This design comes from an exercise in tuning for small area on the open sky130 flow, not from production work.
Only simulation tests tie the RTL to the original design; equivalence was not proved.

==> maple <==
Design RiscvTesterUncached, start of the top module:
module RiscvTesterUncached (
  output              io_i_cmd_valid,
  input               io_i_cmd_ready,
  output     [31:0]   io_i_cmd_payload_pc,
  input               io_i_rsp_valid,
  output              io_i_rsp_ready,
  input      [31:0]   io_i_rsp_payload_instruction,
  input      [31:0]   io_i_rsp_payload_pc,
  output              io_d_cmd_valid,
  input               io_d_cmd_ready,
  output              io_d_cmd_payload_wr,
  output     [31:0]   io_d_cmd_payload_address,
  output     [31:0]   io_d_cmd_payload_data,
  output     [1:0]    io_d_cmd_payload_size,
  input               io_d_rsp_valid,
  output              io_d_rsp_ready,
  input      [31:0]   io_d_rsp_payload,
  output              io_iCheck_valid,
  output     [31:0]   io_iCheck_payload_address,
  output     [31:0]   io_iCheck_payload_data,
  input               io_iCmdDrive,
  input               io_iRspDrive,
  input               io_dCmdDrive,
  input               io_dRspDrive,
  input               io_doCacheFlush,
  output              io_cpuCmdLog_valid,
  output              io_cpuCmdLog_payload_wr,
  output     [31:0]   io_cpuCmdLog_payload_address,
  output     [31:0]   io_cpuCmdLog_payload_data,
  output     [1:0]    io_cpuCmdLog_payload_size,
  output              io_cpuRspLog_valid,
  output     [31:0]   io_cpuRspLog_payload,
  input      [3:0]    io_interrupt,
  input               clk,
  input               reset
);
clock: 11.0 ns
lec_check: 0
cap_margin: 20
core_margin: 2
core_utilization: 40
slew_margin: 20
synth_hierarchical: 1
synth_minimum_keep_size: 0
run.sh (not shown) runs the stock make flow with config.mk's settings and CLKGATE_MAP_FILE= SYNTH_SCRIPT=/design/flow/synth_recipe.tcl, a recipe that flattens the netlist after the stock synthesis.
==> umber: changes against maple <==
--- a/flow/design.v
+++ b/flow/design.v
@@ -168,17 +168,17 @@
   reg  [2:0]  wb_f3;
   reg         wb_needMemRsp;
   reg         wb_unaligned;
   reg         wb_instVal;
   reg         wb_rfen;
   reg         w2r_valid;
   reg         rf_wen;
   reg  [4:0]  rf_waddr;
-  reg  [31:0] rf_wdata;
+  reg  [7:0]  rf_wdata;
   reg  [7:0]  irq_mask;
   reg         flushMemResp;
   reg         inIrq;
   reg  [31:0] exitPc;
   reg         irqUnalignedSeen;
   reg         irqPending;
   reg         rspReady;
   reg         dv_done;
@@ -585,18 +585,19 @@
       wb_f3 <= e1_f3;
       wb_needMemRsp <= e1_needMemRsp;
       wb_unaligned <= e1_unaligned;
       wb_instVal <= e1_instVal;
       wb_rfen <= e1_rfen;
     end
     rf_wen <= wb_out_valid;
     rf_waddr <= wb_rd;
-    rf_wdata <= rfData;
-    if (rf_wen & (rf_waddr != 5'd0)) rf[rf_waddr] <= rf_wdata;
+    rf_wdata <= rfData[7:0];
+    if (wb_out_valid & (wb_rd != 5'd0)) rf[wb_rd][31:8] <= rfData[31:8];
+    if (rf_wen & (rf_waddr != 5'd0)) rf[rf_waddr][7:0] <= rf_wdata;
     if (noIrq) irqUnalignedSeen <= irqUnaligned;
     irqPending <= ((irq_masked & ~8'h02) != 8'h0);
     if (takeUnaligned) exitPc <= wb_result;
     else if (takeExt) exitPc <= d_pc;
   end
   assign io_iCheck_valid = e0_out_valid;
   assign io_iCheck_payload_address = e0_pc;
   assign io_iCheck_payload_data = e0_instr;
- CAP_MARGIN: 20 -> 10
- CTS_BUF_LIST: not set -> sky130_fd_sc_hd__clkbuf_16
- CTS_CLUSTER_DIAMETER: not set -> 75
- CTS_CLUSTER_SIZE: not set -> 28
- SLEW_MARGIN: 20 -> 10
==> results.rst <==
.. list-table::
   :header-rows: 1

   * - Metric
     - Value
   * - Via count of the first global-routing pass
     - roughly 98000
   * - Height of the die
     - 568 microns
   * - Synth Cell Area
     - 127000 sq um
   * - Total instance count after detailed placement
     - roughly 14000
   * - Total of flip-flops plus latches after synthesis
     - between 2000 and 2500
   * - Top cell types by occurrence after synthesis
     - edfxtp_1, nand2_1, fa_1, a22oi_1, clkbuf_1
   * - Total iterations of the first detailed-routing run
     - 13
   * - Run status
     - finished clean
   * - Proportion of synthesized area in mux cells
     - 2.57%
   * - Fraction of final layout cells with drive strength greater than 1
     - a little under an eighth
(the above is from maple)
==> results.rst <==
.. list-table::
   :header-rows: 1

   * - Metric
     - Value
   * - Height of the die
     - 569 microns
   * - Top cell types by occurrence after synthesis
     - edfxtp_1, nand2_1, fa_1, a22oi_1, clkbuf_1
   * - Proportion of synthesized area in mux cells
     - 2.10%
   * - Run status
     - finished clean
   * - Total iterations of the first detailed-routing run
     - 14
   * - Total instance count after detailed placement
     - approximately 14000
   * - Synth Cell Area
     - ~130000 sq um
(the above is from umber)

==> ember <==
RiscvTesterUncached with an RTL version that a note above also has.
Settings: LEC_CHECK=0, CAP_MARGIN=10, CORE_MARGIN=2, CORE_UTILIZATION=40, CTS_BUF_LIST=sky130_fd_sc_hd__clkbuf_16, CTS_CLUSTER_DIAMETER=80, CTS_CLUSTER_SIZE=26, SLEW_MARGIN=10, SYNTH_HIERARCHICAL=1, SYNTH_MINIMUM_KEEP_SIZE=0; clock period 11.0 ns.
==> inputs of juniper, as changes to ember <==
Settings changed: CTS_CLUSTER_SIZE 26 to 27.
==> inputs of onyx, as changes to ember <==
Settings changed: CAP_MARGIN 10 to 20, SLEW_MARGIN 10 to 20.
==> notes <==
Core utilization is about the same in ember and onyx.
In ember the clock skew is lower than in onyx, by 0.046 ns.
Synthesized area is the same in onyx and ember.
In onyx the setup slack is worse than in ember, by 0.036 ns.
ember ran to the end with no violations. onyx completed with no timing, DRC or antenna violations. juniper never finished: it broke off in detailed routing (5_2_route) (DRT-0206).
Against ember, the maximum frequency of onyx is lower by about 0.34%.
Of ember and onyx, onyx has the higher count of clock-buffer cells in the layout (gap 1).

==> port drivers added, routing unchanged <==
No port has a modelled driver above. Below, the same layouts with a new extraction and two added sets of constraints. Step 1, drivers: a clkbuf_16 drives clk and a buf_2 each remaining input, both assumed. Step 2 times the ports against the registers' clock, not the clock port: input delays grow and output delays shrink by t, the midpoint of the rising clock arrivals with the driver on. Slacks: ideal / step 1 / step 2; pairs: ideal / step 1.
run | t, ns | slack for setup (ns) | worst slew at a driven data input, ns
maple | 1.000 | 0.172 / 0.076 / 1.075 | 0.20
umber | 1.005 | 0.240 / 0.138 / 1.143 | 0.17
ember | 0.994 | 0.272 / 0.171 / 1.165 | 0.17
onyx | 1.009 | 0.236 / 0.131 / 1.140 | 0.17
After both steps setup and hold are still met in every run listed.
